Source: an optimization exercise on an open RTL-to-GDS flow (aim: small area and a short achievable clock period). Production flows keep margins and buffers that such runs may drop.
Function was checked by simulation only, so behaviour that the tests miss may differ from the original.

main:
==> flow/design.v <==
module alu16_top(clk, valA, valB, aluop, sub, lr, cc, result);
	input clk;
	input [15:0] valA, valB;
	input [3:0] aluop;
	input sub, lr;
	output reg [3:0] cc;
	output reg [15:0] result;
	reg [15:0] a_q, b_q;
	reg [3:0] op_q;
	reg sub_q, lr_q;
	wire [3:0] cc_w;
	wire [15:0] result_w;
	ALU alu(.valA(a_q), .valB(b_q), .aluop(op_q), .sub(sub_q), .lr(lr_q), .cc(cc_w), .result(result_w));
	always @(posedge clk) begin
		a_q <= valA;
		b_q <= valB;
		op_q <= aluop;
		sub_q <= sub;
		lr_q <= lr;
		cc <= cc_w;
		result <= result_w;
	end
endmodule

module ALU(valA, valB, aluop, sub, lr, cc, result);
	input [15:0] valA;
	input [15:0] valB;
	input [3:0] aluop;
	input sub;
	input lr;
	output [3:0] cc;
	output [15:0] result;
	wire [15:0] a = valA;
	wire [15:0] b = valB;
	wire [3:0] s = valB[3:0];
	wire op_add = ~aluop[3] & ~aluop[2] & ~aluop[1] & ~aluop[0];
	wire op_sh  = ~aluop[3] & ~aluop[2] & (aluop[1] | aluop[0]);
	wire op_rot = ~aluop[3] & ~aluop[2] & aluop[1] & aluop[0];
	wire op_lg  = ~aluop[3] & aluop[2];
	genvar i;
	wire [15:0] ax = a ^ {16{sub}};
	wire [15:0] g0 = b & ax;
	wire [15:0] t0 = b | ax;
	wire [15:0] g1, t1, g2, t2, g3, t3, g4;
	generate
		for (i = 0; i < 16; i = i + 1) begin : g_l1
			if (i % 2 == 1) begin
				assign g1[i] = g0[i] | (t0[i] & g0[i-1]);
				assign t1[i] = t0[i] & t0[i-1];
			end else begin
				assign g1[i] = g0[i];
				assign t1[i] = t0[i];
			end
		end
		for (i = 0; i < 16; i = i + 1) begin : g_l2
			if ((i / 2) % 2 == 1) begin
				assign g2[i] = g1[i] | (t1[i] & g1[(i / 2) * 2 - 1]);
				assign t2[i] = t1[i] & t1[(i / 2) * 2 - 1];
			end else begin
				assign g2[i] = g1[i];
				assign t2[i] = t1[i];
			end
		end
		for (i = 0; i < 16; i = i + 1) begin : g_l3
			if ((i / 4) % 2 == 1) begin
				assign g3[i] = g2[i] | (t2[i] & g2[(i / 4) * 4 - 1]);
				assign t3[i] = t2[i] & t2[(i / 4) * 4 - 1];
			end else begin
				assign g3[i] = g2[i];
				assign t3[i] = t2[i];
			end
		end
		for (i = 0; i < 16; i = i + 1) begin : g_l4
			if (i >= 8)
				assign g4[i] = g3[i] | (t3[i] & g3[7]);
			else
				assign g4[i] = g3[i];
		end
	endgenerate
	wire [16:0] k = {g4, 1'b0};
	wire [15:0] hx = a ^ b;
	wire [15:0] sum = hx ^ k[15:0];
	wire co = k[16] ^ sub;
	wire l_and = op_lg & ~aluop[1];
	wire l_hx  = op_lg & aluop[0];
	wire l_not = op_lg & aluop[1] & ~aluop[0];
	wire [15:0] lg = ({16{l_and}} & a & b) | ({16{l_hx}} & hx) | ({16{l_not}} & ~a);
	wire [3:0] ra;
	assign ra[0] = s[0];
	assign ra[1] = s[1] ^ (lr & s[0]);
	assign ra[2] = s[2] ^ (lr & (s[0] | s[1]));
	assign ra[3] = s[3] ^ (lr & (s[0] | s[1] | s[2]));
	wire [15:0] x1 = ra[0] ? {a[0], a[15:1]} : a;
	wire [15:0] x2 = ra[1] ? {x1[1:0], x1[15:2]} : x1;
	wire [15:0] x3 = ra[2] ? {x2[3:0], x2[15:4]} : x2;
	wire [15:0] x4 = ra[3] ? {x3[7:0], x3[15:8]} : x3;
	wire [15:0] wr;
	generate
		for (i = 0; i < 16; i = i + 1) begin : g_wr
			assign wr[i] = lr ? (i < s) : (15 - i < s);
		end
	endgenerate
	wire [15:0] keep = {16{op_sh}} & ~(wr & {16{~op_rot}});
	wire fill = op_sh & ~lr & ~aluop[1] & a[15];
	wire [15:0] fl = wr & {16{fill}};
	wire [15:0] sh = (x4 & keep) | fl;
	wire [15:0] nadd = sh | lg;
	assign result = ({16{op_add}} & sum) | nadd;
	wire Z = ~|result;
	wire N = result[15];
	wire C = op_add & co;
	wire [15:0] cg = a & ~sh;
	wire [15:0] ct = a | ~sh;
	wire [7:0] c1g, c1t;
	wire [3:0] c2g, c2t;
	wire [1:0] c3g, c3t;
	generate
		for (i = 0; i < 8; i = i + 1) begin : g_c1
			assign c1g[i] = cg[2*i+1] | (ct[2*i+1] & cg[2*i]);
			assign c1t[i] = ct[2*i+1] & ct[2*i];
		end
		for (i = 0; i < 4; i = i + 1) begin : g_c2
			assign c2g[i] = c1g[2*i+1] | (c1t[2*i+1] & c1g[2*i]);
			assign c2t[i] = c1t[2*i+1] & c1t[2*i];
		end
		for (i = 0; i < 2; i = i + 1) begin : g_c3
			assign c3g[i] = c2g[2*i+1] | (c2t[2*i+1] & c2g[2*i]);
			assign c3t[i] = c2t[2*i+1] & c2t[2*i];
		end
	endgenerate
	wire gt = c3g[1] | (c3t[1] & c3g[0]);
	wire V = op_sh & lr & gt;
	assign cc = {N, Z, C, V};
endmodule
==> flow/config.mk <==
export PLATFORM = sky130hd
export DESIGN_NAME = alu16_top
export DESIGN_NICKNAME = alu16_top
export VERILOG_FILES = /design/flow/design.v
export SDC_FILE = /design/flow/constraint.sdc
export NUM_CORES = 4
export LEC_CHECK = 0
export ABC_AREA = 1
export CAP_MARGIN = 20
export CORE_MARGIN = 2
export CORE_UTILIZATION = 40
export CTS_BUF_LIST = sky130_fd_sc_hd__clkbuf_8
export PLACE_DENSITY = 0.75
export SETUP_SLACK_MARGIN = 2.4
export SLEW_MARGIN = 20
==> flow/constraint.sdc <==
create_clock -name core_clock -period 4.7 [get_ports {clk}]
set_input_delay 0.9400 -clock core_clock [delete_from_list [all_inputs] [get_ports {clk}]]
set_output_delay 0.9400 -clock core_clock [all_outputs]
set_load 0.01 [all_outputs]
standard.sh (not shown) runs the stock make flow with config.mk's settings and CLKGATE_MAP_FILE= SYNTH_SCRIPT=/design/flow/synth_recipe.tcl, a recipe that flattens the netlist after the stock synthesis.
==> flow/flow/run.sh <==
#!/bin/bash
# The standard layout, with the port buffers made from the small
# sky130_fd_sc_hd__buf_1 instead of the cell buffer_ports picks by default.
set -euo pipefail
bash standard.sh BUFFER_PORTS_ARGS="-buffer_cell sky130_fd_sc_hd__buf_1" finish > standard.log 2>&1
The flow did not stop early for main: all stages ran, and the layout cleared the timing, design-rule and antenna checks.
Changes in the feature branch relative to main:
--- a/flow/design.v
+++ b/flow/design.v
@@ -79,10 +79,12 @@
 	endgenerate
 	wire [16:0] k = {g4, 1'b0};
 	wire [15:0] hx = a ^ b;
 	wire [15:0] sum = hx ^ k[15:0];
 	wire co = k[16] ^ sub;
+	wire [15:0] kz = {{15{~sub}} & t0[14:0], 1'b0};
+	wire z_add = &(hx ~^ kz);
 	wire l_and = op_lg & ~aluop[1];
 	wire l_hx  = op_lg & aluop[0];
 	wire l_not = op_lg & aluop[1] & ~aluop[0];
 	wire [15:0] lg = ({16{l_and}} & a & b) | ({16{l_hx}} & hx) | ({16{l_not}} & ~a);
 	wire [3:0] ra;
@@ -104,15 +106,16 @@
 	wire fill = op_sh & ~lr & ~aluop[1] & a[15];
 	wire [15:0] fl = wr & {16{fill}};
 	wire [15:0] sh = (x4 & keep) | fl;
 	wire [15:0] nadd = sh | lg;
 	assign result = ({16{op_add}} & sum) | nadd;
-	wire Z = ~|result;
+	wire Z = ~|nadd & (~op_add | z_add);
 	wire N = result[15];
 	wire C = op_add & co;
-	wire [15:0] cg = a & ~sh;
-	wire [15:0] ct = a | ~sh;
+	wire [15:0] shl = x4 & keep;
+	wire [15:0] cg = a & ~shl;
+	wire [15:0] ct = a | ~shl;
 	wire [7:0] c1g, c1t;
 	wire [3:0] c2g, c2t;
 	wire [1:0] c3g, c3t;
 	generate
 		for (i = 0; i < 8; i = i + 1) begin : g_c1
[summary]
Diff main -> the feature branch | design area | increase of 200 sq um. Diff main -> the feature branch: total number of multi-input combinational cells up 57, met1 wire length climbed about 17%, final-layout fill cell count climbed about 11%, sequential share of layout area has decreased, netlist area before placement up 4.5%. Delta (the feature branch minus main): starting density of the core shows no meaningful change, setup slack increased by 27 ps relative to the old numbers, via total after detailed routing up about 10%.

========
Setup of v6:
// alu16_top: RTL as listed in full above, without the edits since
==> flow/config.mk <==
export PLATFORM = sky130hd
export DESIGN_NAME = alu16_top
export DESIGN_NICKNAME = alu16_top
export VERILOG_FILES = /design/flow/design.v
export SDC_FILE = /design/flow/constraint.sdc
export NUM_CORES = 4
export LEC_CHECK = 0
export ABC_AREA = 1
export CAP_MARGIN = 20
export CORE_MARGIN = 2
export CORE_UTILIZATION = 40
export CTS_BUF_LIST = sky130_fd_sc_hd__clkbuf_8
export SETUP_SLACK_MARGIN = 2.4
export SLEW_MARGIN = 20
==> flow/constraint.sdc <==
create_clock -name core_clock -period 4.7 [get_ports {clk}]
set_input_delay 0.9400 -clock core_clock [delete_from_list [all_inputs] [get_ports {clk}]]
set_output_delay 0.9400 -clock core_clock [all_outputs]
set_load 0.01 [all_outputs]
Scripts as last shown in full above: flow/flow/run.sh
### v6 -> v7
--- a/flow/design.v
+++ b/flow/design.v
@@ -81,6 +81,8 @@
 	wire [15:0] hx = a ^ b;
 	wire [15:0] sum = hx ^ k[15:0];
 	wire co = k[16] ^ sub;
+	wire [15:0] kz = {{15{~sub}} & t0[14:0], 1'b0};
+	wire z_add = &(hx ~^ kz);
 	wire l_and = op_lg & ~aluop[1];
 	wire l_hx  = op_lg & aluop[0];
 	wire l_not = op_lg & aluop[1] & ~aluop[0];
@@ -106,11 +108,12 @@
 	wire [15:0] sh = (x4 & keep) | fl;
 	wire [15:0] nadd = sh | lg;
 	assign result = ({16{op_add}} & sum) | nadd;
-	wire Z = ~|result;
+	wire Z = ~|nadd & (~op_add | z_add);
 	wire N = result[15];
 	wire C = op_add & co;
-	wire [15:0] cg = a & ~sh;
-	wire [15:0] ct = a | ~sh;
+	wire [15:0] shl = x4 & keep;
+	wire [15:0] cg = a & ~shl;
+	wire [15:0] ct = a | ~shl;
 	wire [7:0] c1g, c1t;
 	wire [3:0] c2g, c2t;
 	wire [1:0] c3g, c3t;
==> run summary <==
In summary, v7 completed successfully, with a layout that passed the timing, design-rule and antenna checks. v6: PASS, flow complete, no timing, DRC or antenna violations. Simple-gate area share of the yosys netlist: v6 and v7 compared, lower one is v7. Measured against v6, the count of instances resized after the clock tree is built of v7 comes out at 0.73 times the reference value. Between v6 and v7, count of non-filler cells in the finished layout increased. Comparing the two runs side by side, v7 comes out ahead of v6 on clock skew. v7 vs v6, reg2reg setup slack went up by 0.11 ns. Weighted congestion reported at the end of routability-driven placement in v7 vs v6: up 5.2%. Looking at share of the final layout cell area in multi-input gates, v7 sits 0.64 points lower than v6 does.

==> what the ideal ports hide <==
No port has a modelled driver above. Below, the same layouts with a new extraction and two added sets of constraints.
Step 1 sets driving cells, clkbuf_16 on the clock port and buf_2 on the other inputs (assumed; they add their load-dependent delay and slew).
Step 2 times the ports against the registers' clock, not the clock port: input delays grow and output delays shrink by t, the midpoint of the rising clock arrivals with the driver on.
Slacks: ideal ports / drivers / drivers and shift; pairs: ideal ports / drivers.
run	t (ns)	slack for setup (ns)	worst hold slack (ns)	slew at the worst register clock pin (ns)
main	0.393	2.469 / 2.469 / 2.469	0.644 / 0.644 / 0.644	0.07 / 0.07
the feature branch	0.406	2.496 / 2.496 / 2.496	0.649 / 0.638 / 0.731	0.08 / 0.08
v6	0.378	2.428 / 2.428 / 2.428	0.659 / 0.659 / 0.659	0.07 / 0.07
v7	0.382	2.535 / 2.535 / 2.535	0.670 / 0.659 / 0.717	0.07 / 0.07
After both steps setup and hold are still met in every run listed.
